What follows belongs to an exercise in optimizing a design on an open flow for small area, a short achievable clock period and few clock cycles; a production flow would make more cautious choices. RTL that was checked went through simulation tests only; none was proved equivalent to the original. No functional check of the RTL was part of run 1. Power and IR drop assume default switching activity.

===== flow/config.mk =====
export PLATFORM = sky130hd
export DESIGN_NAME = JAM
export DESIGN_NICKNAME = JAM
export VERILOG_FILES = /design/flow/design.v
export SDC_FILE = /design/flow/constraint.sdc
export NUM_CORES = 4
export LEC_CHECK = 0
export CAP_MARGIN = 20
export CORE_MARGIN = 2
export CORE_UTILIZATION = 40
export SLEW_MARGIN = 20

===== flow/constraint.sdc =====
create_clock -name core_clock -period 5.0 [get_ports {CLK}]
set_input_delay 1.0000 -clock core_clock [delete_from_list [all_inputs] [get_ports {CLK}]]
set_output_delay 1.0000 -clock core_clock [all_outputs]
set_load 0.01 [all_outputs]

===== flow/design.v =====
module JAM (
           input CLK,
           input RST,
           output reg [2:0] W,
           output reg [2:0] J,
           input [6:0] Cost,
           output reg [3:0] MatchCount,
           output reg [9:0] MinCost,
           output reg Valid );
localparam ST_FIRST = 3'd0,   
           ST_MATCH = 3'd1,   
           ST_SCAN  = 3'd2,   
           ST_FINAL = 3'd3,   
           ST_FLUSH = 3'd4,   
           ST_CNT   = 3'd5,   
           ST_DONE  = 3'd6;
reg [2:0] st;           
reg       fst;          
reg [2:0] cstart;       
reg signed [9:0] X;     
reg [7:0] Dq;           
reg [7:0] nv  [0:7];    
reg [7:0] D   [0:7];    
reg [2:0] way [0:7];    
reg [2:0] p   [0:7];    
reg [7:0] m;            
reg [7:0] s;            
reg [2:0] i;            
reg [7:0] minval;       
reg [2:0] minj;
reg [6:0] mu;           
reg signed [8:0] off;   
reg       walking;
reg [2:0] wj;
reg       bv;
reg [2:0] bt;
reg [2:0] bj;
reg [2:0] bW;
reg       blast;
reg       bfst;
reg [7:0] bcand;        
reg       bnew;         
reg       bimpr;        
reg       beq;          
reg       elim;         
reg       ryser;
reg [3:0] tq;           
reg       tneg;
reg       tv;
reg       tlast;
wire [7:0] mrow = minval;        
wire [7:0] bits = Dq;            
wire [7:0] Rm   = m;             
wire [7:0] Cm   = s;             
wire [7:0] kd   = minval;        
wire [7:0] S    = Dq;            
integer k, r;
wire       bsrch = bv && (bt == ST_FIRST || bt == ST_SCAN);
wire       bfin  = bv && (bt == ST_FINAL);
wire [2:0] endj  = bnew ? bj : minj;
wire [7:0] endd  = bnew ? bcand : minval;
wire       endm  = m[endj];
wire [2:0] endp  = p[endj];
wire       bend  = bsrch && blast;               
wire       bdone = bend && !endm;                
wire [2:0] gj    = bfst ? bj : minj;
wire       gdone = bfst || !m[gj];
wire       wrong = bend && bnew && !bfst && !(gdone && !endm);
wire [7:0] minv_e = (bsrch && bnew) ? bcand : minval;
wire [2:0] minj_e = (bsrch && bnew) ? bj : minj;
wire [6:0] mu_e   = bdone ? endd[6:0] : mu;
wire [7:0] bj_oh  = 8'd1 << bj;
wire [7:0] bitsf  = bnew ? bj_oh : (beq ? (bits | bj_oh) : bits);
wire [7:0] mrowf  = bnew ? bcand : mrow;
wire [7:0] mrow_e = bfin ? mrowf : mrow;
wire       bwrD   = bv && (bt == ST_FIRST || (bt == ST_SCAN && bimpr));
wire [7:0] nv_J = nv[J];
wire [7:0] cand1 = {1'b0, Cost} + {1'b0, X[6:0]};
wire signed [9:0] cost_s   = {3'd0, Cost};
wire signed [9:0] Dq_s     = {2'd0, Dq};
wire signed [9:0] minv_s   = {2'd0, minv_e};
wire signed [9:0] cand2 = X + cost_s;
wire       impr  = cand2 < Dq_s;
wire       c2    = cand2 < minv_s;
wire       c3    = Dq < minv_e;
wire       newmin = fst || ((st == ST_FIRST) ? (cand1 < minv_e) : (impr ? c2 : c3));
wire [7:0] newD  = (st == ST_FIRST) ? cand1 : (impr ? cand2[7:0] : Dq);
wire       xlt   = fst || (cand1 < mrow_e);
wire       xeq   = (cand1 == mrow_e);
wire signed [8:0] offn = {1'b0, Dq} - {2'd0, Cost} - {2'd0, nv_J[6:0]};
wire [2:0] J1 = J + 3'd1;
wire       rowlast = (J1 == cstart);
wire [7:0] J_oh = 8'd1 << J;
reg [2:0] nxt, fus, fus2;
reg       has_nxt;
always @(*) begin
    nxt = 3'd0;
    has_nxt = 1'b0;
    fus = 3'd0;
    fus2 = 3'd0;
    for (k = 7; k >= 0; k = k - 1) begin
        if (k > J && !s[k]) begin
            nxt = k;
            has_nxt = 1'b1;
        end
        if (!s[k]) fus = k;
        if (!s[k] && k != J) fus2 = k;
    end
end
wire alast = (st == ST_SCAN) ? !has_nxt : rowlast;
wire [7:0] nv_a  = nv[J1];
wire [6:0] nvn_a = s[J1] ? nv_a[6:0] + mu_e : nv_a[6:0];
wire [2:0] jb    = (st == ST_SCAN) ? nxt : fus2;
wire [7:0] nv_b  = nv[jb];
wire [7:0] D_b   = (bwrD && bj == jb) ? bcand : D[jb];
wire signed [8:0] offs = (st == ST_MATCH) ? offn : off;
wire signed [9:0] nvb_s = {3'd0, nv_b[6:0]};
wire signed [9:0] Kn = offs + nvb_s;
wire [2:0] sgj   = fst ? J : minj_e;
wire       sgdone = fst || !m[sgj];
wire [7:0] nv_f  = nv[fus];
wire [2:0] wr = way[wj];
reg [2:0] wc;
reg       wfound;
always @(*) begin
    wc = 3'd0;
    wfound = 1'b0;
    for (k = 0; k < 8; k = k + 1)
        if (m[k] && p[k] == wr) begin
            wc = k;
            wfound = 1'b1;
        end
end
function onehot8;
    input [7:0] v;
    begin
        onehot8 = (v != 8'd0) && ((v & (v - 8'd1)) == 8'd0);
    end
endfunction
reg [7:0] rdel, cdel, xr, yc;
always @(*) begin
    rdel = 8'd0;
    cdel = 8'd0;
    for (r = 0; r < 8; r = r + 1) begin
        xr = D[r] & Cm;
        if (Rm[r] && onehot8(xr)) begin
            rdel[r] = 1'b1;
            cdel = cdel | xr;
        end
    end
    for (k = 0; k < 8; k = k + 1) begin
        for (r = 0; r < 8; r = r + 1)
            yc[r] = D[r][k] & Rm[r];
        if (Cm[k] && onehot8(yc)) begin
            cdel[k] = 1'b1;
            rdel = rdel | yc;
        end
    end
end
wire [7:0] Cleft = Cm & ~cdel;
function [5:0] fcode;    
    input [3:0] n;
    input       alive;
    begin
        if (!alive) fcode = 6'b0_00_0_00;
        else case (n)
        4'd0: fcode = 6'b1_00_0_00;
        4'd1: fcode = 6'b0_00_0_00;
        4'd2: fcode = 6'b0_01_0_00;
        4'd3: fcode = 6'b0_00_1_11;
        4'd4: fcode = 6'b0_10_0_00;
        4'd5: fcode = 6'b0_00_0_01;
        4'd6: fcode = 6'b0_01_1_11;
        4'd7: fcode = 6'b0_00_1_10;
        default: fcode = 6'b0_11_0_00;
        endcase
    end
endfunction
wire [5:0] fc0 = fcode(nv[0][3:0], Rm[0]);
wire [5:0] fc1 = fcode(nv[1][3:0], Rm[1]);
wire [5:0] fc2 = fcode(nv[2][3:0], Rm[2]);
wire [5:0] fc3 = fcode(nv[3][3:0], Rm[3]);
wire [5:0] fc4 = fcode(nv[4][3:0], Rm[4]);
wire [5:0] fc5 = fcode(nv[5][3:0], Rm[5]);
wire [5:0] fc6 = fcode(nv[6][3:0], Rm[6]);
wire [5:0] fc7 = fcode(nv[7][3:0], Rm[7]);
wire       rz   = fc0[5] | fc1[5] | fc2[5] | fc3[5] | fc4[5] | fc5[5] | fc6[5] | fc7[5];
wire [2:0] e01  = fc0[4:3] + fc1[4:3];
wire [2:0] e23  = fc2[4:3] + fc3[4:3];
wire [2:0] e45  = fc4[4:3] + fc5[4:3];
wire [2:0] e67  = fc6[4:3] + fc7[4:3];
wire [3:0] e03  = e01 + e23;
wire [3:0] e47  = e45 + e67;
wire [4:0] esum = e03 + e47;
wire       sg   = fc0[2] ^ fc1[2] ^ fc2[2] ^ fc3[2] ^ fc4[2] ^ fc5[2] ^ fc6[2] ^ fc7[2];
wire [1:0] tt   = ((fc0[1:0] + fc1[1:0]) + (fc2[1:0] + fc3[1:0]))
                + ((fc4[1:0] + fc5[1:0]) + (fc6[1:0] + fc7[1:0]));
reg [3:0] odd;
always @(*) begin
    case ({sg, tt})
    3'b000: odd = 4'd1;
    3'b001: odd = 4'd5;
    3'b010: odd = 4'd9;
    3'b011: odd = 4'd13;
    3'b100: odd = 4'd15;
    3'b101: odd = 4'd11;
    3'b110: odd = 4'd7;
    default: odd = 4'd3;
    endcase
end
wire [3:0] term = (rz || esum >= 5'd4) ? 4'd0 : (odd << esum[1:0]);
wire [7:0] ykd = ~kd & Cm;
wire [7:0] tb  = ykd & ~(ykd - 8'd1);
wire [7:0] kdn = (kd & ~(tb - 8'd1)) | tb;
wire       tadd = |(~S & tb);
wire       klast = (kd == Cm);
always @(posedge CLK) begin
    if (RST) begin
        st <= ST_FIRST;
        W <= 3'd0;
        J <= 3'd0;
        cstart <= 3'd0;
        i <= 3'd0;
        m <= 8'd0;
        s <= 8'd0;
        fst <= 1'b1;
        X <= 10'sd0;
        bv <= 1'b0;
        walking <= 1'b0;
        MinCost <= 10'd0;
        MatchCount <= 4'd0;
        Valid <= 1'b0;
        elim <= 1'b1;
        ryser <= 1'b0;
        tv <= 1'b0;
        tlast <= 1'b0;
        for (k = 0; k < 8; k = k + 1)
            nv[k] <= 8'd0;
    end else begin
        if (walking) begin
            p[wj] <= wr;
            m[wj] <= 1'b1;
            if (wfound) wj <= wc;
            else walking <= 1'b0;
        end
        if (bwrD) D[bj] <= bcand;
        if (bv && bt == ST_SCAN && bimpr) way[bj] <= bW;
        if (bsrch && bnew) begin
            minval <= bcand;
            minj <= bj;
        end
        if (bfin) begin
            minval <= mrowf;
            Dq <= bitsf;
            if (blast) begin
                D[bW] <= bitsf;
                MinCost <= MinCost + {2'd0, mrowf};
            end
        end
        if (bend) begin
            if (bt == ST_FIRST)
                for (k = 0; k < 8; k = k + 1) way[k] <= i;
            if (!endm) begin
                mu <= endd[6:0];
                walking <= 1'b1;
                wj <= endj;
                i <= i + 3'd1;
            end else begin
                s <= s | (8'd1 << endj);
            end
        end
        bv <= 1'b0;
        if (wrong) begin
            fst <= 1'b1;
            if (!endm) begin
                W <= (i == 3'd7) ? 3'd0 : i + 3'd1;
                J <= fus;
                cstart <= fus;
                X <= {3'd0, nv_f[6:0]};
                st <= (i == 3'd7) ? ST_FINAL : ST_FIRST;
            end else begin
                W <= endp;
                J <= endj;
                Dq <= endd;
                st <= ST_MATCH;
            end
        end else begin
            bt <= st;
            bj <= J;
            bW <= W;
            blast <= alast;
            bfst <= fst;
            case (st)
            ST_FIRST, ST_SCAN: begin
                bv <= 1'b1;
                bcand <= newD;
                bnew <= newmin;
                bimpr <= impr;
                if (st == ST_FIRST) begin
                    nv[J] <= {1'b0, X[6:0]};
                    s[J] <= 1'b0;
                end
                fst <= 1'b0;
                if (!alast) begin
                    J <= (st == ST_FIRST) ? J1 : jb;
                    X <= (st == ST_FIRST) ? {3'd0, nvn_a} : Kn;
                    Dq <= D_b;
                end else begin
                    fst <= 1'b1;
                    if (sgdone) begin
                        W <= (i == 3'd7) ? 3'd0 : i + 3'd1;
                        J <= fus;
                        cstart <= fus;
                        X <= {3'd0, nv_f[6:0]};
                        st <= (i == 3'd7) ? ST_FINAL : ST_FIRST;
                    end else begin
                        W <= p[sgj];
                        J <= sgj;
                        Dq <= minv_e;
                        st <= ST_MATCH;
                    end
                end
            end
            ST_MATCH: begin
                off <= offn;
                nv[J] <= nv_J - Dq;
                J <= jb;
                X <= Kn;
                Dq <= D_b;
                fst <= 1'b1;
                st <= ST_SCAN;
            end
            ST_FINAL: begin
                bv <= 1'b1;
                bcand <= cand1;
                bnew <= xlt;
                beq <= xeq;
                if (W == 3'd0) begin
                    nv[J] <= {1'b0, X[6:0]};
                    s[J] <= 1'b0;
                    MinCost <= MinCost - {3'd0, X[6:0]};
                end
                fst <= rowlast;
                J <= J1;
                X <= {3'd0, nvn_a};
                if (rowlast) begin
                    W <= W + 3'd1;
                    if (W == 3'd7) st <= ST_FLUSH;
                end
            end
            ST_FLUSH: begin
                st <= ST_CNT;
                m <= 8'hff;
                s <= 8'hff;
                for (k = 0; k < 8; k = k + 1)
                    nv[k] <= 8'd0;
            end
            ST_CNT: begin
                if (tv) MatchCount <= tneg ? MatchCount - tq : MatchCount + tq;
                if (tlast) begin
                    Valid <= 1'b1;
                    st <= ST_DONE;
                end
                if (elim) begin
                    if (rdel != 8'd0) begin
                        m <= Rm & ~rdel;
                        s <= Cleft;
                        if (Cleft == 8'd0) begin
                            MatchCount <= 4'd1;
                            Valid <= 1'b1;
                            st <= ST_DONE;
                        end
                    end else begin
                        elim <= 1'b0;
                        ryser <= 1'b1;
                        minval <= 8'd0;
                        Dq <= 8'd0;
                    end
                end
                if (ryser) begin
                    tq <= term;
                    tneg <= (^S) ^ (^Cm);
                    tv <= 1'b1;
                    minval <= kdn;
                    Dq <= S ^ tb;
                    for (k = 0; k < 8; k = k + 1)
                        if (|(D[k] & tb)) nv[k][3:0] <= tadd ? nv[k][3:0] + 4'd1 : nv[k][3:0] - 4'd1;
                    if (klast) begin
                        ryser <= 1'b0;
                        tlast <= 1'b1;
                    end
                end
            end
            default: begin
            end
            endcase
        end
    end
end
endmodule

===== flow/run.sh =====
#!/bin/bash
# synth_recipe.tcl (not shown) runs the flow's synth.tcl, then flattens the netlist and writes it again
# the make line also repeats each setting of config.mk as NAME=value (left out here)
make -C /OpenROAD-flow-scripts/flow DESIGN_CONFIG=/design/flow/config.mk WORK_HOME=/design/flow/orfs CLKGATE_MAP_FILE= SYNTH_SCRIPT=/design/flow/synth_recipe.tcl finish

==> flow_metrics.py, run 1 <==
metrics = {
    "run_status": {
        "outcome": "complete, no violations",
    },
    "setup_path": {
        "reg2reg_slack_ns": 0.20,
        "path_max_fanout": 5,
        "required_ns": 5.44,
        "max_stage_delay_ns": 0.57,
        "crit_path_end_kind": "flip-flop",
        "worstRegToRegCells": 15,
        "arrival_ns": 5.24,
        "critPathLaunchType": "flip-flop",
        "worstSetupPathType": "reg2reg",
        "crit_slowest_cell": "fa_1",
        "r2r_end": "tq[1]",
        "critPathMostFrequentCell": "fa_1",
        "reg2reg_from": "nv[3][0]",
        "path_cells": "inv_1 > ha_1 > a21o_1 > nand2_1 > fa_1 > fa_1 > inv_1 > fa_1 > fa_1 > ha_1 > fa_1 > nor3_1 > nand4_1 > or2_2 > nor2_1",
    },
    "sta": {
        "fin_crit_ns": 4.796,
        "finalMaxSlewViolations": 0,
        "grt_setup_unrepaired": "false",
        "finClkSkew_ns": 0.02442,
        "fin_setup_tns_ns": 0,
        "worst_slew_pin_slew_ns": 1.215,
        "finalCritPeriodShare_pct": 95.92,
        "fmax_ghz": 0.2085,
        "fin_ws_ns": 0.2038,
        "relSlewSlack_pct": 18.43,
        "setup_violations": 0,
        "hold_viol_final": 0,
    },
    "flow_run": {
        "cap_violations": 0,
    },
    "synth": {
        "synth-xor-area-share_pct": 4.448,
        "yosys_warnings": 1,
        "ys_ff_latch": 302,
        "syn-num-nets": 3247,
        "synth_flop_cell": "edfxtp_1",
        "yosysUniqueCellTypes": 91,
        "syn-mean-instance-area_um2": 8.882,
        "yosysTopAreaCell": "edfxtp_1",
        "netlist_instances": 3037,
        "synth_compound_area_share_pct": 21.23,
        "synth-simple-area-share_pct": 17.99,
        "synth_top_area_share_pct": 25.94,
        "synth_edf_count": 233,
        "seq_area_frac_synth_pct": 31.06,
        "synth_area_leaders": "edfxtp_1 26%, ha_1 7.6%, mux4_2 6.3%",
        "synthAdderAreaFrac_pct": 10.43,
        "muxShareOfSynthArea_pct": 9.675,
        "synth_top_family_by_area": "compound AO/OA/AOI/OAI gates",
        "synth_area_um2": 26980,
        "async_reset_ff_share_pct": 0,
    },
    "placement": {
        "gp_congestion": 1.073,
        "post_dp_cell_area_um2": 29040,
        "dpl_worst_slack_ns": 0.04921,
        "port_buffers": 29,
        "placedCellCount": 3921,
        "dp_hpwl_mm": 90.90,
    },
    "final_layout": {
        "multi_input_area_um2": 17270,
        "n_antenna_cell": 0,
        "fill_cells": 6419,
        "nNetsFinal": 3305,
        "area_delta_synth_final_pct": 12.79,
        "final_cells": 3999,
        "seqCellArea_um2": 8379,
        "design_area_um2": 30430,
        "drive_gt1_share_pct": 13.47,
    },
    "pwr": {
        "p_leak_nw": 11.79,
        "power_mw": 14.17,
        "powerDensity_nw_per_um2": 465.8,
        "ir_worst_vdd_mv": 0.2598,
    },
    "floorplan": {
        "core_um2": 66920,
        "dieArea_um2": 69530,
        "rows": 95,
        "ios": 30,
        "initial_core_util_pct": 40.31,
        "die_w_um": 263.7,
        "die_h_um": 263.7,
    },
    "clock_tree": {
        "hold_buffers": 0,
        "cts_htree_levels": 2,
        "cts_max_path_buffers": 3,
        "cts_buffers": 39,
        "clk_pin_slew_ns": 0.06,
        "root_buffer": "clkbuf_16",
        "tritoncts": "built",
        "cts_sinks": 302,
        "worstSkewPairLatency_ns": 0.60,
    },
    "min_path": {
        "worst_hold_path_type": "reg2reg",
        "min_to": "X[9]",
        "min_from": "X[9]",
        "hold_depth": 2,
    },
    "drt": {
        "drt-pass1-iter-count": 9,
        "vias_per_cell": 6.612,
        "drcViolationCount": 0,
        "post_drt_wl_per_cell_um": 29.69,
        "drtIter0Drc": 3617,
        "num_vias": 26440,
        "ant_nets": 0,
        "routed_wl_mm": 118.7,
    },
    "grt": {
        "grt_pass1_vias": 25310,
        "track_usage_pct": 33.44,
        "antenna_found_initial": 5,
        "grt_max_degree": 44,
        "grt_pass1_wl_mm": 172.8,
        "grt_overflow": 0,
    },
}
sequential cells by signal, summed over array words and instances, names as in the netlist, 7 cells and up, named ones only:
name and flops:
mu 7, s 8, way 24, MinCost 10
Dq 8, bcand 8, nv 56, m 8
X 10, p 24, minval 7, off 9
D 64
where the power goes:
group          internal (mW)  switching [mW]  leakage (nW)
Combinational           3.06            4.50          8.39
Clock                   1.69            1.28         0.615
Sequential              3.19           0.449          2.79
worst max path at each step:
stage	start	end	slack [ns]	cells after the start
CTS	nv[3][1]	tq[1]	0.14	15
detailed placement	Cost[0]	bcand[4]	0.05	14
finish	nv[3][0]	tq[1]	0.20	15
global placement	Cost[0]	X[6]	0.16	19
global route	nv[3][0]	tq[1]	0.002	15
floorplan	J[0]	X[6]	0.004	27
placed cells by master (no fill, tap or decap), types with 41 or more instances in the layout:
master	n
xor2_1	50
nor2_1	233
a22oi_1	64
a21oi_1	164
mux4_2	76
nand4_1	49
ha_1	164
mux2i_1	50
nor2b_1	46
nor3_1	42
xnor2_1	87
dfxtp_1	68
edfxtp_1	233
o22ai_1	60
a211oi_1	41
a21o_1	59
o21ai_0	163
nand3_1	79
inv_1	140
buf_4	196
nand2_1	410
layout make-up:
type / count / share of cell area (%)
well taps: 873 / 3.590
clock inverters: 30 / 0.9951
multi-input cells: 2378 / 56.76
inverters: 145 / 1.789
repair buffers: 229 / 6.008
flip-flops and latches: 302 / 27.54
clock buffers: 42 / 3.314
repair_timing:
| action | in CTS | in global routing |
|---|---|---|
| endpoints found under the hold margin | 0 | 0 |
| setup buffers | 0 | 6 |
| endpoints found under the setup margin | 0 | 8 |
| resized for setup | 0 | 7 |
synth_stat cells, drive strengths merged (64+ instances only):
cell type  number
a21oi         166
xnor2          87
o21ai         169
a22oi          64
ha            164
edfxtp        233
dfxtp          69
mux4           76
nor2          236
inv           143
clkbuf        157
nand2         410
nand3          79
metrics by stage:
| stage | hold WS (ns) | util, % |
|---|---|---|
| after floorplan | 0.4064 | - |
| after global placement | 0.4618 | 43.40 |
| after detailed placement | 0.4713 | 43.40 |
| after CTS | 0.4791 | 45.36 |
| after global routing | 0.4952 | 45.47 |
| final | 0.4875 | 45.47 |
critical path: cells and delay by family, from the launching register on:
kind            cells  cell delay, ns
flops               1            0.40
compound gates      1            0.15
buf+inv             2            0.26
fa+ha+maj           7            2.93
simple gates        5            0.90
cell families (layout without fill, tap and decap cells):
| logic type | count (synthesis) | in the layout |
|---|---|---|
| AND/OR/NAND/NOR | 1036 | 1036 |
| AO/OA/AOI/OAI | 841 | 841 |
| buffers and inverters | 357 | 446 |
| flip-flops | 302 | 302 |
| adder cells (fa/ha/maj) | 203 | 203 |
| multiplexers | 161 | 161 |
| XOR/XNOR | 137 | 137 |
layer usage:
| metal | GRT usage (%) | wire (um) |
|---|---|---|
| met1 | 43.89 | 47280 |
| met2 | 51.07 | 51760 |
| met3 | 7.168 | 11770 |
| met4 | 19.10 | 7881 |
| met5 | 0 | 46 |
==> run 2, diff against run 1 <==
--- a/flow/design.v
+++ b/flow/design.v
@@ -64,10 +64,9 @@
 wire       bend  = bsrch && blast;               
 wire       bdone = bend && !endm;                
-wire [2:0] gj    = bfst ? bj : minj;
-wire       gdone = bfst || !m[gj];
-wire       wrong = bend && bnew && !bfst && !(gdone && !endm);
+wire       m_bj  = m[bj];
+wire       wrong = bend && bnew && !bfst && (m[minj] || m_bj);
 wire [7:0] minv_e = (bsrch && bnew) ? bcand : minval;
 wire [2:0] minj_e = (bsrch && bnew) ? bj : minj;
-wire [6:0] mu_e   = bdone ? endd[6:0] : mu;
+wire [6:0] mu_e   = bend ? endd[6:0] : mu;
 wire [7:0] bj_oh  = 8'd1 << bj;
 wire [7:0] bitsf  = bnew ? bj_oh : (beq ? (bits | bj_oh) : bits);
@@ -134,6 +133,12 @@
 function onehot8;
     input [7:0] v;
+    reg [3:0] a1, m1;
+    reg [1:0] a2, m2;
     begin
-        onehot8 = (v != 8'd0) && ((v & (v - 8'd1)) == 8'd0);
+        a1 = {v[7] | v[6], v[5] | v[4], v[3] | v[2], v[1] | v[0]};
+        m1 = {v[7] & v[6], v[5] & v[4], v[3] & v[2], v[1] & v[0]};
+        a2 = {a1[3] | a1[2], a1[1] | a1[0]};
+        m2 = {m1[3] | m1[2] | (a1[3] & a1[2]), m1[1] | m1[0] | (a1[1] & a1[0])};
+        onehot8 = (a2[1] ^ a2[0]) ? !(m2[1] | m2[0]) : 1'b0;
     end
 endfunction
@@ -185,15 +190,24 @@
 wire [5:0] fc6 = fcode(nv[6][3:0], Rm[6]);
 wire [5:0] fc7 = fcode(nv[7][3:0], Rm[7]);
-wire       rz   = fc0[5] | fc1[5] | fc2[5] | fc3[5] | fc4[5] | fc5[5] | fc6[5] | fc7[5];
-wire [2:0] e01  = fc0[4:3] + fc1[4:3];
-wire [2:0] e23  = fc2[4:3] + fc3[4:3];
-wire [2:0] e45  = fc4[4:3] + fc5[4:3];
-wire [2:0] e67  = fc6[4:3] + fc7[4:3];
-wire [3:0] e03  = e01 + e23;
-wire [3:0] e47  = e45 + e67;
-wire [4:0] esum = e03 + e47;
-wire       sg   = fc0[2] ^ fc1[2] ^ fc2[2] ^ fc3[2] ^ fc4[2] ^ fc5[2] ^ fc6[2] ^ fc7[2];
-wire [1:0] tt   = ((fc0[1:0] + fc1[1:0]) + (fc2[1:0] + fc3[1:0]))
-                + ((fc4[1:0] + fc5[1:0]) + (fc6[1:0] + fc7[1:0]));
+reg        prz, psg;
+reg  [2:0] pe01, pe23, pe45, pe67;
+reg  [1:0] pt01, pt23, pt45, pt67;
+reg        pneg, pv, plast;
+always @(posedge CLK) begin
+    prz  <= fc0[5] | fc1[5] | fc2[5] | fc3[5] | fc4[5] | fc5[5] | fc6[5] | fc7[5];
+    psg  <= fc0[2] ^ fc1[2] ^ fc2[2] ^ fc3[2] ^ fc4[2] ^ fc5[2] ^ fc6[2] ^ fc7[2];
+    pe01 <= fc0[4:3] + fc1[4:3];
+    pe23 <= fc2[4:3] + fc3[4:3];
+    pe45 <= fc4[4:3] + fc5[4:3];
+    pe67 <= fc6[4:3] + fc7[4:3];
+    pt01 <= fc0[1:0] + fc1[1:0];
+    pt23 <= fc2[1:0] + fc3[1:0];
+    pt45 <= fc4[1:0] + fc5[1:0];
+    pt67 <= fc6[1:0] + fc7[1:0];
+end
+wire       rz   = prz;
+wire       sg   = psg;
+wire [4:0] esum = (pe01 + pe23) + (pe45 + pe67);
+wire [1:0] tt   = (pt01 + pt23) + (pt45 + pt67);
 reg [3:0] odd;
 always @(*) begin
@@ -211,6 +225,12 @@
 wire [3:0] term = (rz || esum >= 5'd4) ? 4'd0 : (odd << esum[1:0]);
 wire [7:0] ykd = ~kd & Cm;
-wire [7:0] tb  = ykd & ~(ykd - 8'd1);
-wire [7:0] kdn = (kd & ~(tb - 8'd1)) | tb;
+reg  [7:0] por;          
+always @(*) begin
+    por[0] = ykd[0];
+    for (k = 1; k < 8; k = k + 1)
+        por[k] = por[k-1] | ykd[k];
+end
+wire [7:0] tb  = ykd & ~{por[6:0], 1'b0};
+wire [7:0] kdn = (kd & por) | tb;
 wire       tadd = |(~S & tb);
 wire       klast = (kd == Cm);
@@ -233,4 +253,6 @@
         elim <= 1'b1;
         ryser <= 1'b0;
+        pv <= 1'b0;
+        plast <= 1'b0;
         tv <= 1'b0;
         tlast <= 1'b0;
@@ -273,5 +295,5 @@
         if (wrong) begin
             fst <= 1'b1;
-            if (!endm) begin
+            if (!m_bj) begin
                 W <= (i == 3'd7) ? 3'd0 : i + 3'd1;
                 J <= fus;
@@ -280,7 +302,7 @@
                 st <= (i == 3'd7) ? ST_FINAL : ST_FIRST;
             end else begin
-                W <= endp;
-                J <= endj;
-                Dq <= endd;
+                W <= p[bj];
+                J <= bj;
+                Dq <= bcand;
                 st <= ST_MATCH;
             end
@@ -378,8 +400,11 @@
                     end
                 end
+                tq <= term;
+                tneg <= pneg;
+                tv <= pv;
+                tlast <= plast;
                 if (ryser) begin
-                    tq <= term;
-                    tneg <= (^S) ^ (^Cm);
-                    tv <= 1'b1;
+                    pneg <= (^S) ^ (^Cm);
+                    pv <= 1'b1;
                     minval <= kdn;
                     Dq <= S ^ tb;
@@ -388,5 +413,5 @@
                     if (klast) begin
                         ryser <= 1'b0;
-                        tlast <= 1'b1;
+                        plast <= 1'b1;
                     end
                 end
==> flow_metrics.py, run 2 <==
metrics = {
    "run_status": {
        "outcome": "complete, no violations",
    },
    "sta": {
        "finalMaxSlewViolations": 0,
        "setup_violations": 0,
        "fin_crit_ns": 4.776,
        "relSlewSlack_pct": 14.85,
        "hold_viol_final": 0,
        "worst_slew_pin_slew_ns": 1.268,
        "fmax_ghz": 0.2094,
        "finalCritPeriodShare_pct": 95.53,
        "hold_slack_ns": 0.4562,
        "finClkSkew_ns": 0.03797,
    },
    "clock_tree": {
        "cts_buffers": 42,
        "worstSkewPairLatency_ns": 0.61,
        "cts_setup_buffers": 0,
        "tritoncts": "built",
        "root_buffer": "clkbuf_16",
        "cts_htree_levels": 2,
        "cts_max_path_buffers": 3,
        "clk_pin_slew_ns": 0.06,
        "cts_sinks": 330,
        "cts_resized": 0,
        "hold_buffers": 0,
    },
    "placement": {
        "dp_hpwl_mm": 86.49,
        "port_buffers": 29,
        "gp_congestion": 1.059,
    },
    "setup_path": {
        "path_cells": "mux4_2 > mux2i_1 > buf_4 > fa_1 > ha_1 > xnor2_1 > o21ai_0 > ha_1 > fa_1 > a21o_1 > a21oi_1 > nor2b_1 > o21ai_0 > nand2b_1 > a21oi_1 > nor2_1 > xnor2_1 > nand3_1 > a21oi_1",
        "crit_path_end_kind": "flip-flop",
        "path_buf_inv": 1,
        "crit_slowest_cell": "edfxtp_1",
        "reg2reg_slack_ns": 0.22,
        "r2r_end": "X[8]",
        "required_ns": 5.51,
        "crit_family": "adder cells",
        "critPathLaunchType": "flip-flop",
        "crit_path_end": "X[8]",
        "worstRegToRegCells": 19,
        "path_max_fanout": 7,
        "cp.depth": 19,
        "max_stage_delay_ns": 0.52,
        "reg2reg_from": "nv[6][0]",
        "critPathMostFrequentCell": "a21oi_1",
        "worstSetupPathType": "reg2reg",
        "cp-startpoint": "nv[6][0]",
        "arrival_ns": 5.29,
    },
    "drt": {
        "drtIter0Drc": 3530,
        "drt-pass1-iter-count": 8,
        "routed_wl_mm": 114.2,
        "ant_nets": 0,
        "vias_per_cell": 6.530,
        "num_vias": 25980,
        "post_drt_wl_per_cell_um": 28.70,
        "drcViolationCount": 0,
    },
    "synth": {
        "synth_area_um2": 27680,
        "synth_flop_cell": "edfxtp_1",
        "syn-num-nets": 3175,
        "synth_top_area_share_pct": 25.39,
        "netlist_instances": 2960,
        "syn-mean-instance-area_um2": 9.351,
        "synth_area_leaders": "edfxtp_1 25%, ha_1 7.8%, dfxtp_1 6.9%",
        "synth_edf_count": 234,
        "yosysUniqueCellTypes": 109,
        "ys_ff_latch": 330,
        "async_reset_ff_share_pct": 0,
        "yosysTopAreaCell": "edfxtp_1",
        "yosys-top-cells-count": "291 x nand2_1, 236 x nor2_1, 234 x edfxtp_1",
        "yosys_warnings": 1,
        "post-synth-top-count-cell": "nand2_1",
        "seq_area_frac_synth_pct": 32.33,
    },
    "grt": {
        "antenna_found_initial": 3,
        "grt_overflow": 0,
        "grt_max_degree": 59,
        "grt_pass1_vias": 25160,
        "grt_pass1_wl_mm": 167.4,
        "track_usage_pct": 31.59,
    },
    "final_layout": {
        "drive_gt1_share_pct": 14.08,
        "multi_input_area_um2": 17290,
        "top_regs": "D (64), nv (56)",
        "nNetsFinal": 3228,
        "area_delta_synth_final_pct": 12.47,
        "fin_util_pct": 45.39,
        "largest_reg_flops": 64,
        "mostFrequentLayoutCell": "nand2_1",
        "seqCellArea_um2": 8951,
        "regMostFlops": "D",
        "fill_cells": 6545,
        "final_cell_mix": "291 x nand2_1, 236 x nor2_1, 234 x edfxtp_1, 192 x a21oi_1",
    },
    "flow_run": {
        "cap_violations": 0,
    },
    "pwr": {
        "powerDensity_nw_per_um2": 541.9,
        "ir_worst_vdd_mv": 0.2937,
        "p_leak_nw": 11.86,
    },
    "floorplan": {
        "rows": 96,
        "initial_core_util_pct": 40.36,
        "ios": 30,
        "core_um2": 68590,
        "dieArea_um2": 71320,
        "die_h_um": 267.1,
        "die_w_um": 267.1,
    },
    "min_path": {
        "worst_hold_path_type": "reg2reg",
        "hold_depth": 2,
    },
}
==> run 2: worst min path at each step <==
stage	from	endpoint
after floorplan	pneg	tneg
after global placement	plast	tlast
after detailed placement	plast	tlast
after CTS	plast	tlast
after global routing	plast	tlast
final	plast	tlast
==> run 2: area by class of cell <==
type,count,share of cell area [%]
multi-input cells,2283,55.54
repair buffers,208,5.498
flip-flops and latches,330,28.75
well taps,931,3.742
clock buffers,56,3.746
inverters,148,1.784
diodes,1,0.008038
clock inverters,22,0.9284
==> run 2: logic make-up (layout without fill, tap and decap cells) <==
group                      after synthesis  in the layout  synth area share [%]
DFF                                    330            330                 32.33
buffers and inverters                  347            434                 5.347
adders and majority gates              207            207                 10.24
muxes                                  207            207                 11.08
xor gates and xnor gates               140            140                 4.457
and+or+nand+nor                        895            895                 15.71
other                                    0              1                     0
AOI/OAI and AO/OA                      834            834                 20.83
==> run 2: worst register-to-register path: stages (launching register included) <==
cell and delay [ns]:
edfxtp_1 0.52, mux4_2 0.52, mux2i_1 0.29, buf_4 0.19
fa_1 0.43, ha_1 0.31, xnor2_1 0.16, o21ai_0 0.15
ha_1 0.28, fa_1 0.47, a21o_1 0.17, a21oi_1 0.24
nor2b_1 0.08, o21ai_0 0.15, nand2b_1 0.10, a21oi_1 0.17
nor2_1 0.07, xnor2_1 0.16, nand3_1 0.09, a21oi_1 0.16
==> run 2: metal layers <==
metal  part of all wire, %  GRT usage, %
met1                    41         42.37
met2                    43         47.14
met3                    10         6.878
met4                   6.3         17.78
met5                 0.012             0
==> run 2: through the flow <==
step	worst slack, ns	setup TNS (ns)	total power, mW	instance area, um2	std cells
3_5_place_dp	0.06601	0	13.28	29630	3899
6_report	0.2236	0	16.87	31130	3979
2_1_floorplan	0.05922	0	10.30	27680	2960
5_1_grt	-0.01379	-0.01379	17.82	31130	3978
4_1_cts	0.1881	0	16.66	31080	3977
3_3_place_gp	0.1366	0	13.17	29620	3899
==> run 2: power breakdown <==
part	switching [mW]	internal [mW]
clock	1.35	1.96
sequential	0.532	3.52
combinational	5.63	3.87
total	7.52	9.35
Testbench counts of run 2, summed over its fixed seeds: cycles 4,752.
==> run 3, diff against run 2 <==
--- a/flow/design.v
+++ b/flow/design.v
@@ -72,19 +72,21 @@
 wire [7:0] bitsf  = bnew ? bj_oh : (beq ? (bits | bj_oh) : bits);
 wire [7:0] mrowf  = bnew ? bcand : mrow;
-wire [7:0] mrow_e = bfin ? mrowf : mrow;
 wire       bwrD   = bv && (bt == ST_FIRST || (bt == ST_SCAN && bimpr));
 wire [7:0] nv_J = nv[J];
-wire [7:0] cand1 = {1'b0, Cost} + {1'b0, X[6:0]};
-wire signed [9:0] cost_s   = {3'd0, Cost};
-wire signed [9:0] Dq_s     = {2'd0, Dq};
-wire signed [9:0] minv_s   = {2'd0, minv_e};
-wire signed [9:0] cand2 = X + cost_s;
-wire       impr  = cand2 < Dq_s;
-wire       c2    = cand2 < minv_s;
-wire       c3    = Dq < minv_e;
-wire       newmin = fst || ((st == ST_FIRST) ? (cand1 < minv_e) : (impr ? c2 : c3));
-wire [7:0] newD  = (st == ST_FIRST) ? cand1 : (impr ? cand2[7:0] : Dq);
-wire       xlt   = fst || (cand1 < mrow_e);
-wire       xeq   = (cand1 == mrow_e);
+wire [7:0] Y_e = (bv && bnew) ? bcand : minval;    
+wire signed [9:0] cost_s = {3'd0, Cost};
+wire signed [9:0] Y_s    = {2'd0, Y_e};
+wire signed [9:0] Dq_s   = {2'd0, Dq};
+wire signed [9:0] Tm     = Y_s - X;
+wire signed [9:0] TD     = Dq_s - X;
+wire       lt    = cost_s < Tm;       
+wire       eqm   = cost_s == Tm;      
+wire       impr  = cost_s < TD;       
+wire       c3    = Dq < Y_e;
+wire signed [9:0] sum = X + cost_s;
+wire       newmin = fst || ((st == ST_FIRST) ? lt : (impr ? lt : c3));
+wire [7:0] newD  = (st == ST_SCAN && !impr) ? Dq : sum[7:0];
+wire       xlt   = fst || lt;
+wire       xeq   = eqm;
 wire signed [8:0] offn = {1'b0, Dq} - {2'd0, Cost} - {2'd0, nv_J[6:0]};
 wire [2:0] J1 = J + 3'd1;
@@ -355,5 +357,5 @@
             ST_FINAL: begin
                 bv <= 1'b1;
-                bcand <= cand1;
+                bcand <= sum[7:0];
                 bnew <= xlt;
                 beq <= xeq;
--- a/flow/config.mk
+++ b/flow/config.mk
@@ -9,3 +9,4 @@
 export CORE_MARGIN = 2
 export CORE_UTILIZATION = 40
+export SETUP_SLACK_MARGIN = 0.8
 export SLEW_MARGIN = 20
==> flow_metrics.py, run 3 <==
metrics = {
    "pwr": {
        "powerDensity_nw_per_um2": 492.0,
        "p_leak_nw": 12.31,
        "ir_worst_vdd_mv": 0.3102,
    },
    "final_layout": {
        "fill_cells": 6474,
        "regMostFlops": "D",
        "final_cell_mix": "256 x nand2_1, 234 x edfxtp_1, 224 x nor2_1, 198 x buf_4, 174 x ha_1",
        "n_antenna_cell": 0,
        "top_regs": "D (64), nv (56)",
        "design_area_um2": 32210,
        "final_cells": 4028,
        "nNetsFinal": 3287,
        "mostFrequentLayoutCell": "nand2_1",
        "drive_gt1_share_pct": 17.11,
        "area_delta_synth_final_pct": 15.28,
        "largest_reg_flops": 64,
    },
    "placement": {
        "dp_hpwl_mm": 85.14,
        "port_buffers": 29,
        "placedCellCount": 3901,
        "gp_congestion": 1.046,
        "post_dp_cell_area_um2": 29940,
    },
    "sta": {
        "finalCritPeriodShare_pct": 85.10,
        "fin_setup_tns_ns": 0,
        "setup_violations": 0,
        "finalMaxSlewViolations": 0,
        "grt_setup_unrepaired": "true",
        "hold_viol_final": 0,
        "finClkSkew_ns": 0.03221,
        "fmax_ghz": 0.2350,
        "relSlewSlack_pct": 19.40,
        "fin_crit_ns": 4.255,
        "worst_slew_pin_slew_ns": 1.209,
    },
    "flow_run": {
        "cap_violations": 0,
    },
    "drt": {
        "met3_length_mm": 11.25,
        "drt-pass1-iter-count": 9,
        "num_vias": 26100,
        "drtIter0Drc": 3258,
        "post_drt_wl_per_cell_um": 28.12,
        "top_layer": "met4",
        "wl_met2_mm": 50.85,
        "drcViolationCount": 0,
        "ant_nets": 0,
        "vias_per_cell": 6.480,
        "met1Wirelength_mm": 44.43,
        "routed_wl_mm": 113.3,
    },
    "floorplan": {
        "die_h_um": 268.3,
        "initial_core_util_pct": 40.60,
        "die_w_um": 268.3,
        "core_um2": 68830,
        "dieArea_um2": 71980,
        "ios": 30,
        "rows": 96,
    },
    "setup_path": {
        "arrival_ns": 4.68,
        "critPathLaunchType": "flip-flop",
        "path_max_fanout": 7,
        "r2r_end": "X[6]",
        "worstSetupPathType": "reg2reg",
        "crit_path_end_kind": "flip-flop",
        "reg2reg_slack_ns": 0.74,
        "required_ns": 5.43,
        "worstRegToRegCells": 16,
    },
    "clock_tree": {
        "cts_sinks": 330,
        "hold_buffers": 0,
        "cts_buffers": 43,
        "root_buffer": "clkbuf_16",
        "cts_htree_levels": 2,
        "cts_max_path_buffers": 3,
        "tritoncts": "built",
        "worstSkewPairLatency_ns": 0.59,
        "clk_pin_slew_ns": 0.06,
    },
    "synth": {
        "synth_top_area_share_pct": 25.15,
        "synth_area_um2": 27940,
        "yosysUniqueCellTypes": 101,
        "seq_area_frac_synth_pct": 32.03,
        "yosys-top-cells-count": "257 x nand2_1, 234 x edfxtp_1, 225 x nor2_1",
        "post-synth-top-count-cell": "nand2_1",
        "syn-mean-instance-area_um2": 9.379,
        "yosysTopAreaCell": "edfxtp_1",
        "yosys_warnings": 1,
        "synth_edf_count": 234,
        "syn-num-nets": 3202,
        "ys_ff_latch": 330,
        "synth_area_leaders": "edfxtp_1 25%, ha_1 8.0%, dfxtp_1 6.9%",
        "async_reset_ff_share_pct": 0,
        "netlist_instances": 2979,
        "synth_flop_cell": "edfxtp_1",
    },
    "grt": {
        "grt_overflow": 0,
        "antenna_found_initial": 3,
        "grt_max_degree": 43,
        "grt_pass1_wl_mm": 165.0,
        "track_usage_pct": 30.94,
        "grt_pass1_vias": 24830,
    },
    "min_path": {
        "worst_hold_path_type": "reg2reg",
        "min_from": "tlast",
        "min_to": "tlast",
        "hold_depth": 2,
    },
    "run_status": {
        "outcome": "complete, no violations",
    },
}
==> run 3: cell count changes in the layout (fill, tap and decap cells not counted), moves of 10 or more <==
cell     delta
o31ai_1    -11
nand4_1    +13
nor3_1     +10
a21oi_1    -19
nand3_1    +13
o22ai_1    -17
o21a_1     +18
nor2_1     -12
a21oi_2    +10
mux4_2     +14
nand2_1    -35
buf_4      +25
==> run 3: worst max-delay path by stage <==
stage          endpoint  cells after the start
2_1_floorplan      X[8]                     29
3_3_place_gp       X[8]                     19
3_5_place_dp       X[8]                     19
4_1_cts            X[8]                     18
5_1_grt            X[6]                     16
6_report           X[6]                     16
==> run 3: layout make-up <==
type | instances | area (um2) | area share, %
clock inverter | 26 | 372.9 | 1.158
sequential | 330 | 8972 | 27.86
inverter | 152 | 576.8 | 1.791
tap | 931 | 1165 | 3.616
multi-input combinational | 2300 | 18010 | 55.92
timing repair buffer | 237 | 1931 | 5.994
clock buffer | 52 | 1182 | 3.671
==> run 3: cells by family after synthesis <==
| logic type | count (synthesis) | synth area share (%) |
|---|---|---|
| buffers and inverters | 352 | 5.006 |
| XOR/XNOR | 147 | 4.608 |
| flip-flops | 330 | 32.03 |
| AND/OR/NAND/NOR | 913 | 16.18 |
| AO/OA/AOI/OAI | 789 | 19.17 |
| adder cells (fa/ha/maj) | 215 | 10.56 |
| multiplexers | 233 | 12.45 |
==> run 3: critical path, stage by stage (launching register included) <==
cell      delay, ns
dfxtp_4        0.42
mux4_2         0.58
mux2i_4        0.22
fa_1           0.48
ha_1           0.30
xnor2_1        0.18
o21ai_1        0.11
ha_2           0.23
fa_2           0.36
a21o_1         0.21
a21oi_2        0.16
nor2b_1        0.07
o21ai_1        0.12
nand2b_1       0.11
xor2_1         0.16
a222oi_1       0.27
a211oi_1       0.12
==> run 3: stage by stage <==
stage / setup slack (ns) / utilization [%] / total power [mW] / hold WS, ns
2_1_floorplan: 0.7746 / - / 9.301 / 0.4003
3_3_place_gp: 0.1554 / 43.45 / 11.47 / 0.4464
3_5_place_dp: 0.1333 / 43.50 / 11.61 / 0.4530
4_1_cts: 0.7802 / 46.22 / 15.35 / 0.4599
5_1_grt: 0.5810 / 46.80 / 16.67 / 0.4734
6_report: 0.7449 / 46.80 / 15.85 / 0.4685
==> run 3: power by group <==
group / total [mW] / switching (mW) / internal, mW
Clock: 3.45 / 1.33 / 2.12
Combinational: 8.41 / 4.73 / 3.68
Sequential: 3.99 / 0.560 / 3.43
Total: 15.8 / 6.63 / 9.22
==> run 3: routing by layer <==
| metal | vias to the layer above | global-route usage, % |
|---|---|---|
| li1 | 11380 | - |
| met1 | 12730 | 40.19 |
| met2 | 1652 | 49.21 |
| met3 | 333 | 5.929 |
| met4 | 0 | 15.61 |
| met5 | - | 0.2027 |
==> run 3: timing repair <==
item / CTS / global route
setup buffers: 19 / 27
resized for setup: 38 / 42
gates cloned: 2 / 1
pin swaps: 9 / 22
endpoints found under the setup margin: 61 / 63
Testbench counts of run 3, summed over its fixed seeds: cycles 4,752.
==> run 4, diff against run 3 <==
--- a/flow/design.v
+++ b/flow/design.v
@@ -31,4 +31,5 @@
 reg [6:0] mu;           
 reg signed [8:0] off;   
+reg [7:0] rem;          
 reg       walking;
 reg [2:0] wj;
@@ -44,4 +45,5 @@
 reg       beq;          
 reg       elim;         
+reg       chg;          
 reg       ryser;
 reg [3:0] tq;           
@@ -51,5 +53,4 @@
 wire [7:0] mrow = minval;        
 wire [7:0] bits = Dq;            
-wire [7:0] Rm   = m;             
 wire [7:0] Cm   = s;             
 wire [7:0] kd   = minval;        
@@ -73,4 +74,33 @@
 wire [7:0] mrowf  = bnew ? bcand : mrow;
 wire       bwrD   = bv && (bt == ST_FIRST || (bt == ST_SCAN && bimpr));
+reg [7:0] pm_oh;
+always @(*)
+    for (k = 0; k < 8; k = k + 1)
+        pm_oh[k] = (p[k] == bW);
+function [9:0] ks10;
+    input [9:0] a;
+    input [9:0] b;
+    input       cin;
+    reg [9:0] p, g, gg, pp, gn, pn;
+    integer q, d;
+    begin
+        p = a ^ b;
+        g = a & b;
+        gg = g;
+        gg[0] = g[0] | (p[0] & cin);
+        pp = p;
+        for (d = 1; d < 10; d = d * 2) begin
+            gn = gg;
+            pn = pp;
+            for (q = d; q < 10; q = q + 1) begin
+                gn[q] = gg[q] | (pp[q] & gg[q-d]);
+                pn[q] = pp[q] & pp[q-d];
+            end
+            gg = gn;
+            pp = pn;
+        end
+        ks10 = p ^ {gg[8:0], cin};
+    end
+endfunction
 wire [7:0] nv_J = nv[J];
 wire [7:0] Y_e = (bv && bnew) ? bcand : minval;    
@@ -78,45 +108,82 @@
 wire signed [9:0] Y_s    = {2'd0, Y_e};
 wire signed [9:0] Dq_s   = {2'd0, Dq};
-wire signed [9:0] Tm     = Y_s - X;
-wire signed [9:0] TD     = Dq_s - X;
+wire signed [9:0] Tm     = ks10(Y_s, ~X, 1'b1);
+wire signed [9:0] TD     = ks10(Dq_s, ~X, 1'b1);
 wire       lt    = cost_s < Tm;       
 wire       eqm   = cost_s == Tm;      
 wire       impr  = cost_s < TD;       
 wire       c3    = Dq < Y_e;
-wire signed [9:0] sum = X + cost_s;
+wire signed [9:0] sum = ks10(X, cost_s, 1'b0);
 wire       newmin = fst || ((st == ST_FIRST) ? lt : (impr ? lt : c3));
 wire [7:0] newD  = (st == ST_SCAN && !impr) ? Dq : sum[7:0];
 wire       xlt   = fst || lt;
 wire       xeq   = eqm;
-wire signed [8:0] offn = {1'b0, Dq} - {2'd0, Cost} - {2'd0, nv_J[6:0]};
+wire [9:0] ma  = {2'd0, Dq};
+wire [9:0] mb  = ~{3'd0, Cost};
+wire [9:0] mc  = ~{3'd0, nv_J[6:0]};
+wire [9:0] ms1 = ma ^ mb ^ mc;
+wire [9:0] mc1 = {(ma[8:0] & mb[8:0]) | (ma[8:0] & mc[8:0]) | (mb[8:0] & mc[8:0]), 1'b1};
+wire [9:0] offw = ks10(ms1, mc1, 1'b1);
+wire signed [8:0] offn = offw[8:0];
 wire [2:0] J1 = J + 3'd1;
 wire       rowlast = (J1 == cstart);
 wire [7:0] J_oh = 8'd1 << J;
-reg [2:0] nxt, fus, fus2;
-reg       has_nxt;
+function [7:0] lowbit;
+    input [7:0] v;
+    reg [7:0] below;
+    integer q;
+    begin
+        below[0] = 1'b0;
+        for (q = 1; q < 8; q = q + 1)
+            below[q] = below[q-1] | v[q-1];
+        lowbit = v & ~below;
+    end
+endfunction
+function [2:0] enc8;
+    input [7:0] v;
+    begin
+        enc8 = {v[7] | v[6] | v[5] | v[4], v[7] | v[6] | v[3] | v[2],
+                v[7] | v[5] | v[3] | v[1]};
+    end
+endfunction
+reg [2:0] fus;
 always @(*) begin
-    nxt = 3'd0;
-    has_nxt = 1'b0;
     fus = 3'd0;
-    fus2 = 3'd0;
-    for (k = 7; k >= 0; k = k - 1) begin
-        if (k > J && !s[k]) begin
-            nxt = k;
-            has_nxt = 1'b1;
-        end
+    for (k = 7; k >= 0; k = k - 1)
         if (!s[k]) fus = k;
-        if (!s[k] && k != J) fus2 = k;
-    end
 end
+wire [7:0] nxt_oh = lowbit(rem);
+wire       has_nxt = |rem;
 wire alast = (st == ST_SCAN) ? !has_nxt : rowlast;
-wire [7:0] nv_a  = nv[J1];
-wire [6:0] nvn_a = s[J1] ? nv_a[6:0] + mu_e : nv_a[6:0];
-wire [2:0] jb    = (st == ST_SCAN) ? nxt : fus2;
-wire [7:0] nv_b  = nv[jb];
-wire [7:0] D_b   = (bwrD && bj == jb) ? bcand : D[jb];
-wire signed [8:0] offs = (st == ST_MATCH) ? offn : off;
+wire [7:0] J1_oh = {J_oh[6:0], J_oh[7]};
+reg  [6:0] nv_a;
+always @(*) begin
+    nv_a = 7'd0;
+    for (k = 0; k < 8; k = k + 1)
+        nv_a = nv_a | (nv[k][6:0] & {7{J1_oh[k]}});
+end
+wire [6:0] nvm_a = nv_a + mu_e;
+wire [6:0] nvn_a = |(s & J1_oh) ? nvm_a : nv_a;
+wire [7:0] jb_oh = nxt_oh;
+wire [2:0] jb    = enc8(jb_oh);
+reg  [7:0] nv_b, D_r;
+always @(*) begin
+    nv_b = 8'd0;
+    D_r = 8'd0;
+    for (k = 0; k < 8; k = k + 1) begin
+        nv_b = nv_b | (nv[k] & {8{jb_oh[k]}});
+        D_r = D_r | (D[k] & {8{jb_oh[k]}});
+    end
+end
+wire [7:0] D_b   = (bwrD && |(bj_oh & jb_oh)) ? bcand : D_r;
 wire signed [9:0] nvb_s = {3'd0, nv_b[6:0]};
-wire signed [9:0] Kn = offs + nvb_s;
+wire [9:0] ms2 = ms1 ^ mc1 ^ nvb_s;
+wire [9:0] mc2 = {(ms1[8:0] & mc1[8:0]) | (ms1[8:0] & nvb_s[8:0]) | (mc1[8:0] & nvb_s[8:0]), 1'b0};
+wire signed [9:0] Km = ks10(ms2, mc2, 1'b1);
+wire signed [9:0] Ks = ks10({off[8], off}, nvb_s, 1'b0);
+wire signed [9:0] Kn = (st == ST_MATCH) ? Km : Ks;
 wire [2:0] sgj   = fst ? J : minj_e;
+wire [7:0] s_e   = (st == ST_FIRST) ? (s & ~J_oh) : s;
+wire [7:0] rem_g = ~s_e & ~(8'd1 << sgj);
 wire       sgdone = fst || !m[sgj];
 wire [7:0] nv_f  = nv[fus];
@@ -145,25 +212,13 @@
     end
 endfunction
-reg [7:0] rdel, cdel, xr, yc;
+reg [7:0] forced, yc;
 always @(*) begin
-    rdel = 8'd0;
-    cdel = 8'd0;
-    for (r = 0; r < 8; r = r + 1) begin
-        xr = D[r] & Cm;
-        if (Rm[r] && onehot8(xr)) begin
-            rdel[r] = 1'b1;
-            cdel = cdel | xr;
-        end
-    end
     for (k = 0; k < 8; k = k + 1) begin
         for (r = 0; r < 8; r = r + 1)
-            yc[r] = D[r][k] & Rm[r];
-        if (Cm[k] && onehot8(yc)) begin
-            cdel[k] = 1'b1;
-            rdel = rdel | yc;
-        end
+            yc[r] = D[r][k];
+        forced[k] = Cm[k] && (((D[k] & Cm) == 8'd0) || ((yc & Cm) == 8'd0));
     end
 end
-wire [7:0] Cleft = Cm & ~cdel;
+wire [7:0] Cleft = Cm & ~forced;
 function [5:0] fcode;    
     input [3:0] n;
@@ -184,12 +239,12 @@
     end
 endfunction
-wire [5:0] fc0 = fcode(nv[0][3:0], Rm[0]);
-wire [5:0] fc1 = fcode(nv[1][3:0], Rm[1]);
-wire [5:0] fc2 = fcode(nv[2][3:0], Rm[2]);
-wire [5:0] fc3 = fcode(nv[3][3:0], Rm[3]);
-wire [5:0] fc4 = fcode(nv[4][3:0], Rm[4]);
-wire [5:0] fc5 = fcode(nv[5][3:0], Rm[5]);
-wire [5:0] fc6 = fcode(nv[6][3:0], Rm[6]);
-wire [5:0] fc7 = fcode(nv[7][3:0], Rm[7]);
+wire [5:0] fc0 = fcode(nv[0][3:0], Cm[0]);
+wire [5:0] fc1 = fcode(nv[1][3:0], Cm[1]);
+wire [5:0] fc2 = fcode(nv[2][3:0], Cm[2]);
+wire [5:0] fc3 = fcode(nv[3][3:0], Cm[3]);
+wire [5:0] fc4 = fcode(nv[4][3:0], Cm[4]);
+wire [5:0] fc5 = fcode(nv[5][3:0], Cm[5]);
+wire [5:0] fc6 = fcode(nv[6][3:0], Cm[6]);
+wire [5:0] fc7 = fcode(nv[7][3:0], Cm[7]);
 reg        prz, psg;
 reg  [2:0] pe01, pe23, pe45, pe67;
@@ -278,5 +333,5 @@
             Dq <= bitsf;
             if (blast) begin
-                D[bW] <= bitsf;
+                D[enc8(pm_oh)] <= bitsf & ~pm_oh;
                 MinCost <= MinCost + {2'd0, mrowf};
             end
@@ -306,4 +361,5 @@
                 W <= p[bj];
                 J <= bj;
+                rem <= ~s & ~bj_oh;
                 Dq <= bcand;
                 st <= ST_MATCH;
@@ -328,4 +384,5 @@
                 if (!alast) begin
                     J <= (st == ST_FIRST) ? J1 : jb;
+                    rem <= rem & ~nxt_oh;
                     X <= (st == ST_FIRST) ? {3'd0, nvn_a} : Kn;
                     Dq <= D_b;
@@ -341,4 +398,5 @@
                         W <= p[sgj];
                         J <= sgj;
+                        rem <= rem_g;
                         Dq <= minv_e;
                         st <= ST_MATCH;
@@ -350,4 +408,5 @@
                 nv[J] <= nv_J - Dq;
                 J <= jb;
+                rem <= rem & ~nxt_oh;
                 X <= Kn;
                 Dq <= D_b;
@@ -375,5 +434,5 @@
             ST_FLUSH: begin
                 st <= ST_CNT;
-                m <= 8'hff;
+                chg <= 1'b1;
                 s <= 8'hff;
                 for (k = 0; k < 8; k = k + 1)
@@ -387,17 +446,16 @@
                 end
                 if (elim) begin
-                    if (rdel != 8'd0) begin
-                        m <= Rm & ~rdel;
-                        s <= Cleft;
-                        if (Cleft == 8'd0) begin
-                            MatchCount <= 4'd1;
-                            Valid <= 1'b1;
-                            st <= ST_DONE;
-                        end
-                    end else begin
+                    if (Cm == 8'd0) begin
+                        MatchCount <= 4'd1;
+                        Valid <= 1'b1;
+                        st <= ST_DONE;
+                    end else if (!chg) begin
                         elim <= 1'b0;
                         ryser <= 1'b1;
                         minval <= 8'd0;
                         Dq <= 8'd0;
+                    end else begin
+                        s <= Cleft;
+                        chg <= |forced;
                     end
                 end
@@ -412,5 +470,5 @@
                     Dq <= S ^ tb;
                     for (k = 0; k < 8; k = k + 1)
-                        if (|(D[k] & tb)) nv[k][3:0] <= tadd ? nv[k][3:0] + 4'd1 : nv[k][3:0] - 4'd1;
+                        if (|(D[k] & tb) || tb[k]) nv[k][3:0] <= tadd ? nv[k][3:0] + 4'd1 : nv[k][3:0] - 4'd1;
                     if (klast) begin
                         ryser <= 1'b0;
--- a/flow/config.mk
+++ b/flow/config.mk
@@ -9,4 +9,4 @@
 export CORE_MARGIN = 2
 export CORE_UTILIZATION = 40
-export SETUP_SLACK_MARGIN = 0.8
+export SETUP_SLACK_MARGIN = 1.0
 export SLEW_MARGIN = 20
==> flow_metrics.py, run 4 <==
metrics = {
    "pwr": {
        "p_sw_mw": 11.36,
        "p_clk_share_pct": 14.3,
        "ir_worst_vdd_mv": 0.4359,
        "pwr-share-seq_pct": 19.8,
        "p_comb_share_pct": 65.8,
        "switching_share_pct": 48.80,
        "intPower_mw": 11.92,
        "powerDensity_nw_per_um2": 774.3,
        "power_mw": 23.27,
        "p_leak_nw": 11.67,
    },
    "sta": {
        "grt_setup_unrepaired": "true",
        "setup_violations": 0,
        "fin_crit_ns": 3.940,
        "fin_setup_tns_ns": 0,
        "worst_slew_pin_slew_ns": 1.204,
        "relSlewSlack_pct": 18.90,
        "hold_slack_ns": 0.4781,
        "hold_viol_final": 0,
        "finClkSkew_ns": 0.02182,
        "finalMaxSlewViolations": 0,
        "finalCritPeriodShare_pct": 78.81,
        "fmax_ghz": 0.2538,
    },
    "drt": {
        "routed_wl_mm": 110.0,
        "post_drt_wl_per_cell_um": 29.48,
        "drcViolationCount": 0,
        "drtIter0Drc": 3207,
        "ant_nets": 0,
        "met3_length_mm": 9.918,
        "wl_met2_mm": 48.30,
        "vias_per_cell": 6.548,
        "drt-pass1-iter-count": 9,
        "met1Wirelength_mm": 44.85,
        "top_layer": "met4",
        "num_vias": 24440,
    },
    "setup_path": {
        "arrival_ns": 4.39,
        "worstRegToRegCells": 14,
        "max_stage_delay_ns": 0.52,
        "required_ns": 5.45,
        "path_max_fanout": 5,
        "crit_path_end_kind": "flip-flop",
        "crit_family": "adder cells",
        "r2r_end": "X[6]",
        "path_cells": "buf_4 > mux4_2 > mux2_4 > fa_1 > inv_1 > fa_1 > ha_4 > a211oi_2 > o21bai_1 > a21oi_2 > xor2_1 > o32ai_1 > o31ai_1 > a31oi_1",
        "critPathMostFrequentCell": "fa_1",
        "critPathLaunchType": "flip-flop",
        "reg2reg_slack_ns": 1.06,
        "crit_slowest_cell": "fa_1",
        "worstSetupPathType": "reg2reg",
        "path_buf_inv": 2,
    },
    "synth": {
        "netlist_instances": 2772,
        "synth_edf_count": 243,
        "synth_flop_cell": "edfxtp_1",
        "syn-mean-instance-area_um2": 9.450,
        "yosysTopAreaCell": "edfxtp_1",
        "synth_area_leaders": "edfxtp_1 28%, ha_1 9.1%, dfxtp_1 7.3%",
        "seq_area_frac_synth_pct": 35.19,
        "async_reset_ff_share_pct": 0,
        "post-synth-top-count-cell": "nor2_1",
        "syn-num-nets": 3015,
        "yosys_warnings": 1,
        "synth_area_um2": 26200,
        "synth_top_area_share_pct": 27.85,
        "yosysUniqueCellTypes": 86,
        "yosys-top-cells-count": "244 x nor2_1, 243 x edfxtp_1, 213 x nand2_1",
        "ys_ff_latch": 339,
    },
    "clock_tree": {
        "hold_buffers": 0,
        "clk_pin_slew_ns": 0.06,
        "tritoncts": "built",
        "cts_max_path_buffers": 3,
        "cts_buffers": 43,
        "cts_htree_levels": 2,
        "worstSkewPairLatency_ns": 0.60,
        "root_buffer": "clkbuf_16",
        "cts_sinks": 339,
    },
    "final_layout": {
        "largest_reg_flops": 64,
        "final_cell_mix": "244 x nor2_1, 243 x edfxtp_1, 208 x nand2_1, 180 x ha_1, 179 x a21oi_1",
        "regMostFlops": "D",
        "fill_cells": 6081,
        "mostFrequentLayoutCell": "nor2_1",
        "seqCellArea_um2": 9225,
        "multi_input_area_um2": 16150,
        "area_delta_synth_final_pct": 14.73,
        "drive_gt1_share_pct": 14.15,
        "top_regs": "D (64), nv (56)",
        "n_antenna_cell": 0,
        "nNetsFinal": 3085,
    },
    "grt": {
        "grt_overflow": 0,
        "track_usage_pct": 31.82,
        "grt_pass1_wl_mm": 158.5,
        "antenna_found_initial": 0,
        "grt_max_degree": 42,
        "grt_pass1_vias": 23270,
    },
    "placement": {
        "gp_congestion": 0.9992,
        "port_buffers": 29,
        "dp_hpwl_mm": 83.44,
    },
    "floorplan": {
        "rows": 93,
        "core_um2": 64580,
        "die_w_um": 259.9,
        "ios": 30,
        "die_h_um": 259.9,
        "initial_core_util_pct": 40.56,
        "dieArea_um2": 67550,
    },
    "flow_run": {
        "cap_violations": 0,
    },
    "run_status": {
        "outcome": "complete, no violations",
    },
    "min_path": {
        "worst_hold_path_type": "reg2reg",
        "hold_depth": 2,
        "min_from": "plast",
        "min_to": "tlast",
    },
}
[run 4: cell types whose count changed after synthesis, moves of 29 or more]
cell | before | now
mux4_2 | 84 | 32
buf_2 | 54 | 6
xor2_1 | 48 | 81
a221oi_1 | 15 | 44
nand2_1 | 257 | 213
nand4_1 | 74 | 12
[run 4: cell families after synthesis]
family,Yosys count,share of synthesized area (%)
buffers and inverters,313,4.571
muxes,148,7.417
and+or+nand+nor,747,13.26
xor gates and xnor gates,164,5.483
adders and majority gates,234,12.41
AOI/OAI and AO/OA,827,21.67
DFF,339,35.19
[run 4: tightest hold or removal path: cells and delay by family, from the launching register on]
kind,cells,cell delay (ns)
DFF,1,0.32
and+or+nand+nor,1,0.06
AOI/OAI and AO/OA,1,0.05
[run 4: per-layer routing]
layer | GRT usage (%) | vias up
met5 | 0 | -
met4 | 17.45 | 0
met3 | 4.971 | 379
met2 | 49.34 | 1574
met1 | 42.49 | 11930
li1 | - | 10550
[run 4: worst max path at each step]
stage                       to  slack, ns      start  depth (start not counted)
after floorplan           X[6]       1.00     rem[1]                         17
after global placement    X[8]       0.24    Cost[1]                         15
after detailed placement  X[6]       0.28    Cost[1]                         14
after CTS                 X[9]       0.95   nv[7][1]                         15
after global routing      X[8]       0.94  flip-flop                         15
final                     X[6]       1.06  flip-flop                         14
[run 4: stage by stage]
| stage | area [um2] | cells | setup slack [ns] | util [%] |
|---|---|---|---|---|
| finish | 30050 | 3732 | 1.060 | 46.54 |
| global route | 30050 | 3732 | 0.9381 | 46.54 |
| floorplan | 26260 | 2772 | 1.005 | - |
| global placement | 27920 | 3617 | 0.2443 | 43.23 |
| CTS | 29660 | 3709 | 0.9525 | 45.92 |
| detailed placement | 27920 | 3617 | 0.2811 | 43.23 |
[run 4: power groups by stage]
stage                     clock network [mW]  logic (mW)  registers, mW
after floorplan                            0        9.56           4.29
after global placement                     0        13.7           4.66
after detailed placement                   0        13.8           4.66
after CTS                               3.36        14.3           4.59
after global routing                    3.46        16.4           4.65
final                                   3.33        15.3           4.62
[run 4: repair_timing]
item / in CTS / in global routing
buffers inserted: 12 / 23
pin swaps: 4 / 22
hold endpoints to repair: 0 / 0
resized for setup: 39 / 53
setup endpoints to repair: 36 / 45
[run 4: cell type report]
| type | count | area share [%] |
|---|---|---|
| clock inverter | 24 | 0.9117 |
| tap | 855 | 3.560 |
| inverter | 151 | 1.911 |
| sequential | 339 | 30.70 |
| clock buffer | 56 | 4.063 |
| timing repair buffer | 187 | 5.112 |
| multi-input combinational | 2120 | 53.75 |
Testbench counts of run 4, summed over its fixed seeds: cycles 4,776.

re-timing with driven ports:
How much do the figures lean on ideal ports? The routed layouts below were timed once more, with nothing changed but the port constraints.
Step 1 assumes that a clkbuf_16 drives the clock port and a buf_2 every other input.
Step 2 times the ports against the registers' clock, not the clock port: input delays grow and output delays shrink by t, the midpoint of the rising clock arrivals with the driver on.
Slacks: ideal / step 1 / step 2; pairs: ideal / step 1.
run | shift t [ns] | setup WS [ns] | hold WS [ns]
run 1 | 0.660 | 0.204 / 0.204 / 0.007 | 0.487 / 0.487 / 0.487
run 2 | 0.653 | 0.224 / 0.224 / -0.016 | 0.456 / 0.456 / 0.456
run 3 | 0.640 | 0.745 / 0.745 / 0.294 | 0.468 / 0.468 / 0.468
run 4 | 0.652 | 1.060 / 1.060 / 0.607 | 0.478 / 0.478 / 0.478
Met with ideal ports but missed after step 2: setup timing in run 2. For run 4, which loses most, drivers alone change the setup slack by 0.000 ns; drivers and shift together by -0.453 ns.
